Background: an optimization exercise with open tools, aiming at small area and a short achievable clock period. Do not read the settings as production practice. Function not checked in this run: the RTL went through the layout flow alone. Power figures rest on the tool's default switching activity, not on a simulated workload.

==> design.v <==
module block(inp_north, inp_west, clk, rst, outp_south, outp_east, result);
input [15:0] inp_north, inp_west;   
output reg [31:0] outp_south, outp_east;   
input clk, rst;
output reg [31:0] result;   
always @(posedge clk) begin
    if (rst) begin
        result <= 0;
        outp_east <= 0;
        outp_south <= 0;
    end else begin
        result <= result + (inp_west * inp_north);   
        outp_east <= inp_west;   
        outp_south <= inp_north;   
    end
end
endmodule
module systolic_array(
    inp_west0, inp_west4, inp_west8, inp_west12,
    inp_north0, inp_north1, inp_north2, inp_north3,
    result0, result1, result2, result3, result4, result5, result6, result7,
    result8, result9, result10, result11, result12, result13, result14, result15,
    clk, rst,count
);
input wire [31:0] inp_west0, inp_west4, inp_west8, inp_west12,
                  inp_north0, inp_north1, inp_north2, inp_north3;
output wire [63:0] result0, result1, result2, result3, result4, result5, result6, result7,
                   result8, result9, result10, result11, result12, result13, result14, result15;
output reg [7:0] count;
input clk, rst;
wire [31:0] outp_south0, outp_south1, outp_south2, outp_south3, outp_south4, outp_south5, outp_south6, outp_south7,
            outp_south8, outp_south9, outp_south10, outp_south11, outp_south12, outp_south13, outp_south14, outp_south15;
wire [31:0] outp_east0, outp_east1, outp_east2, outp_east3, outp_east4, outp_east5, outp_east6, outp_east7,
            outp_east8, outp_east9, outp_east10, outp_east11, outp_east12, outp_east13, outp_east14, outp_east15;
always @(posedge clk) begin
    if (rst) begin
	count<=0;
    end else begin
	count<=count+1;
    end
end
block P0 (inp_north0, inp_west0, clk, rst, outp_south0, outp_east0, result0[31:0]);
block P1 (inp_north1, outp_east0, clk, rst, outp_south1, outp_east1, result1[31:0]);
block P2 (inp_north2, outp_east1, clk, rst, outp_south2, outp_east2, result2[31:0]);
block P3 (inp_north3, outp_east2, clk, rst, outp_south3, outp_east3, result3[31:0]);
block P4 (outp_south0, inp_west4, clk, rst, outp_south4, outp_east4, result4[31:0]);
block P5 (outp_south1, outp_east4, clk, rst, outp_south5, outp_east5, result5[31:0]);
block P6 (outp_south2, outp_east5, clk, rst, outp_south6, outp_east6, result6[31:0]);
block P7 (outp_south3, outp_east6, clk, rst, outp_south7, outp_east7, result7[31:0]);
block P8 (outp_south4, inp_west8, clk, rst, outp_south8, outp_east8, result8[31:0]);
block P9 (outp_south5, outp_east8, clk, rst, outp_south9, outp_east9, result9[31:0]);
block P10 (outp_south6, outp_east9, clk, rst, outp_south10, outp_east10, result10[31:0]);
block P11 (outp_south7, outp_east10, clk, rst, outp_south11, outp_east11, result11[31:0]);
block P12 (outp_south8, inp_west12, clk, rst, outp_south12, outp_east12, result12[31:0]);
block P13 (outp_south9, outp_east12, clk, rst, outp_south13, outp_east13, result13[31:0]);
block P14 (outp_south10, outp_east13, clk, rst, outp_south14, outp_east14, result14[31:0]);
block P15 (outp_south11, outp_east14, clk, rst, outp_south15, outp_east15, result15[31:0]);
assign result0[63:32] = 32'd0;
assign result1[63:32] = 32'd0;
assign result2[63:32] = 32'd0;
assign result3[63:32] = 32'd0;
assign result4[63:32] = 32'd0;
assign result5[63:32] = 32'd0;
assign result6[63:32] = 32'd0;
assign result7[63:32] = 32'd0;
assign result8[63:32] = 32'd0;
assign result9[63:32] = 32'd0;
assign result10[63:32] = 32'd0;
assign result11[63:32] = 32'd0;
assign result12[63:32] = 32'd0;
assign result13[63:32] = 32'd0;
assign result14[63:32] = 32'd0;
assign result15[63:32] = 32'd0;
endmodule
==> run.sh <==
#!/bin/bash
# synth_recipe.tcl (not shown) runs the flow's synth.tcl, then flattens the netlist and writes it again
# the make line also repeats each setting of config.mk as NAME=value (left out here)
make -C /OpenROAD-flow-scripts/flow DESIGN_CONFIG=/design/flow/config.mk WORK_HOME=/design/flow/orfs CLKGATE_MAP_FILE= SYNTH_SCRIPT=/design/flow/synth_recipe.tcl finish
==> config.mk <==
export PLATFORM = sky130hd
export DESIGN_NAME = systolic_array
export DESIGN_NICKNAME = systolic_array
export VERILOG_FILES = /design/flow/design.v
export SDC_FILE = /design/flow/constraint.sdc
export NUM_CORES = 4
export LEC_CHECK = 0
export CAP_MARGIN = 20
export CORE_MARGIN = 2
export CORE_UTILIZATION = 40
export SETUP_SLACK_MARGIN = 0.1
export SLEW_MARGIN = 20
==> constraint.sdc <==
create_clock -name core_clock -period 7.0 [get_ports {clk}]
set_input_delay 1.4000 -clock core_clock [delete_from_list [all_inputs] [get_ports {clk}]]
set_output_delay 1.4000 -clock core_clock [all_outputs]
set_load 0.01 [all_outputs]
==> results.txt <==
## power by group
part | switching (mW) | internal (mW)
clock network | 3.12 | 4.50
registers | 1.08 | 6.16
logic | 19.2 | 17.1
## timing repair
| action | in CTS | in global routing |
|---|---|---|
| hold buffers | 0 | 0 |
| pin swaps | 0 | 19 |
| resized for setup | 2 | 114 |
| endpoints found under the setup margin | 2 | 59 |
| setup buffers | 0 | 4 |
| gates cloned | 0 | 0 |
## layout make-up
type                       instances  area (um^2)  area share
clock inverter                    75        852.1    0.004225
sequential                       904        18150     0.08997
timing repair buffer            1804        15900     0.07886
clock buffer                     184         3984     0.01975
inverter                        5358        20110     0.09972
tap                             5904         7387     0.03663
antenna                           43        107.6   0.0005335
multi-input combinational      13250       135200      0.6703
## stage by stage
step / TNS, ns / util / cells / instance area, um^2
global route: 0 / 0.4562 / 27510 / 201700
CTS: 0 / 0.4552 / 27470 / 201200
floorplan: 0 / - / 20700 / 179600
global placement: -49.24 / 0.4442 / 27210 / 196400
finish: 0 / 0.4562 / 27520 / 201700
detailed placement: -51.51 / 0.4442 / 27210 / 196400
## worst reg2reg max path, delay by kind of cell (launching register included)
family                     cells  cell delay, ns
adders and majority gates      7            3.39
DFF                            1            0.76
and+or+nand+nor                2            0.21
xor gates and xnor gates       1            0.17
buffers and inverters          3            0.14
AOI/OAI and AO/OA              7            1.90
## routing by layer
layer | vias up | track usage | share of wire
met5 | - | 0 | 0.00056
met4 | 46 | 0.09995 | 0.051
met3 | 706 | 0.03561 | 0.055
met2 | 2919 | 0.3898 | 0.48
met1 | 66120 | 0.2913 | 0.41
li1 | 60280 | - | -
## path summary, 6_finish.rpt
kind	to
setup / recovery	P2.result[29]$_SDFF_PP0_
hold / removal	count[0]$_SDFF_PP0_
setup reg to reg	P10.result[31]$_SDFF_PP0_
hold reg to reg	count[0]$_SDFF_PP0_
## kinds of logic after synthesis
family / after synthesis / synth area share
AO/OA/AOI/OAI: 1270 / 0.04626
XOR/XNOR: 405 / 0.01997
adder cells (fa/ha/maj): 5185 / 0.5174
buffers and inverters: 6552 / 0.1493
flip-flops: 904 / 0.1019
multiplexers: 14 / 0.0008594
other: 1 / 0.00002111
AND/OR/NAND/NOR: 5862 / 0.1644
## flip-flops by register name, indices dropped and copies added, names as in the netlist, 32 cells and up
register and flops:
P0.result 32, P1.result 32, P10.result 32, P11.result 32, P12.result 32, P13.result 32
P14.result 32, P15.result 32, P2.result 32, P3.result 32, P4.result 32, P5.result 32
P6.result 32, P7.result 32, P8.result 32, P9.result 32
## layout by cell type, fill, tap and decap left out, drive strengths merged, types with 61 or more instances in the layout
cell,synthesis,final
conb,1,512
fa,3600,3600
xnor2,235,235
a31oi,66,66
inv,5357,5369
buf,521,1156
a21o,272,272
and2,1922,1922
nor2,535,535
ha,1585,1585
dfxtp,904,904
o21ai,233,233
clkdlybuf4s50,0,636
nor3,101,101
xor2,170,170
clkbuf,673,184
nand2,2408,2408
and3,61,61
a21oi,354,354
nor2b,523,523
nand3,80,80
==> flow_summary.yaml <==
pwr:
  power_mw: 51.16
  ir_worst_vdd_uv: 937.9
  power_leakage_nw: 104.8
  powerDensity_nw_per_um2: 253.6
synthesis:
  ys_ff_latch: 904
  syn_area_per_cell_um2: 8.797
  yosysSeqAreaShare: 0.1019
  synth-edff-count: 0
  yosysTopAreaCell: "fa_1"
  ys.warnings.count: 34
  yosys-top-cells-area: "fa_1 41%, inv_1 11%, ha_1 11%"
  yosysTopAreaCellShare: 0.4057
  synthesis.area_um2: 177600
  synth_common_cells: "5,357 x inv_1, 3,600 x fa_1, 2,408 x nand2_1"
  ys_types: 76
  syn-instance-count: 20190
  ys_async_sr_fraction: 0
  synth_most_common_cell: "inv_1"
  synthFlopType: "dfxtp_1"
sta:
  fin_crit_sh: 0.9650
  fmax_mhz: 148.0
  worst_pin_slew_ns: 1.007
  hold_viol: 0
  whs_ns: 0.4785
  finalClockSkew_ns: 0.05973
  setup_viol: 0
  fin_ws_ns: 0.2447
  period_needed_ns: 6.755
  grt_setup_unrepaired: "yes"
  relSlewSlack: 0.3276
  slew_viol_final: 0
die:
  die_h_um: 670.4
  initial_core_util: 0.4018
  coreArea_um2: 442100
  die-area_um2: 449400
  dieWidth_um: 670.4
  core.rowCount: 244
  io_pins: 1290
placement:
  hpwlAfterDp_um: 432000
  gp_congestion: 0.9201
  pre_cts_slack_ns: -0.8995
  io_buffer_count: 649
clock_network:
  htreeDepth: 4
  tritoncts: "yes"
  clk_latency_ns: 0.89
  clkSlewWorstSetupHoldPaths_ns: 0.06
  cts_root_buf: "clkbuf_16"
  cts_sinks: 904
  numCtsBuffers: 143
  max-clock-path-buffers: 4
setup_path:
  cp.depth: 26
  critPathSlowestCell: "fa_1"
  cpMostUsedCell: "fa_1"
  critPathRequiredTime_ns: 7.81
  crit_start: "inp_north2[10]"
  path_buf_inv: 10
  ff2ff_path_depth: 20
  rrSetupSlack_ns: 0.31
  cp-end-kind: "flop"
  slowest_delay_ns: 0.53
  crit_arrival_ns: 7.56
  r2r_start: "P9.outp_east[8]$_SDFF_PP0_"
  worstSetupPathType: "in2reg"
  worstPathMaxFanout: 8
  startpoint_type: "input pin"
  cp_top_family: "adder cells"
global_route:
  grt_pass1_vias: 138800
  grt_max_degree: 161
  grt-ovfl-total: 0
  grt_pass1_wl_um: 804600
  antenna_found_initial: 51
  grtUsageTotal: 0.2302
detailed_routing:
  drtIter0Drc: 6470
  wl_um: 511200
  post-route-drc-count: 0
  vias: 130100
  antenna_left: 0
  vias_per_cell: 4.726
  dr.pass1.iters: 6
  wl_per_cell_um: 18.57
min_path:
  hold_path_depth: 1
  hp-start: "count[0]$_SDFF_PP0_"
  hold_path_class: "reg2reg"
flow_run:
  drv_cap: 0
layout:
  nets: 26900
  syn_to_final_growth_pct: 13.54
  nFillCells: 43530
  final_layout_size_suffix_gt1_frac: 0.07134
run_status:
  status: "finished clean"

[static timing again, ports no longer ideal]
Ports are ideal in the flow. The routed layout listed here was re-timed in OpenROAD.
Step 1 sets driving cells, clkbuf_16 on the clock port and buf_2 on the other inputs (assumed; they add their load-dependent delay and slew).
Step 2 times the ports against the registers' clock, not the clock port: input delays grow and output delays shrink by t, the midpoint of the rising clock arrivals with the driver on.
Slacks: ideal ports / drivers / drivers and shift; pairs: ideal ports / drivers.
shift t [ns]: 0.980
setup slack, ns: 0.245 / 0.280 / -0.700
hold slack, ns: 0.478 / 0.478 / 0.478
clock arrival spread, ns: 0.071 / 0.070
slew at the worst register clock pin (ns): 0.07 / 0.07
Met with ideal ports but missed after step 2: setup timing in this run. For this run, drivers alone change the setup slack by +0.035 ns; drivers and shift together by -0.945 ns.
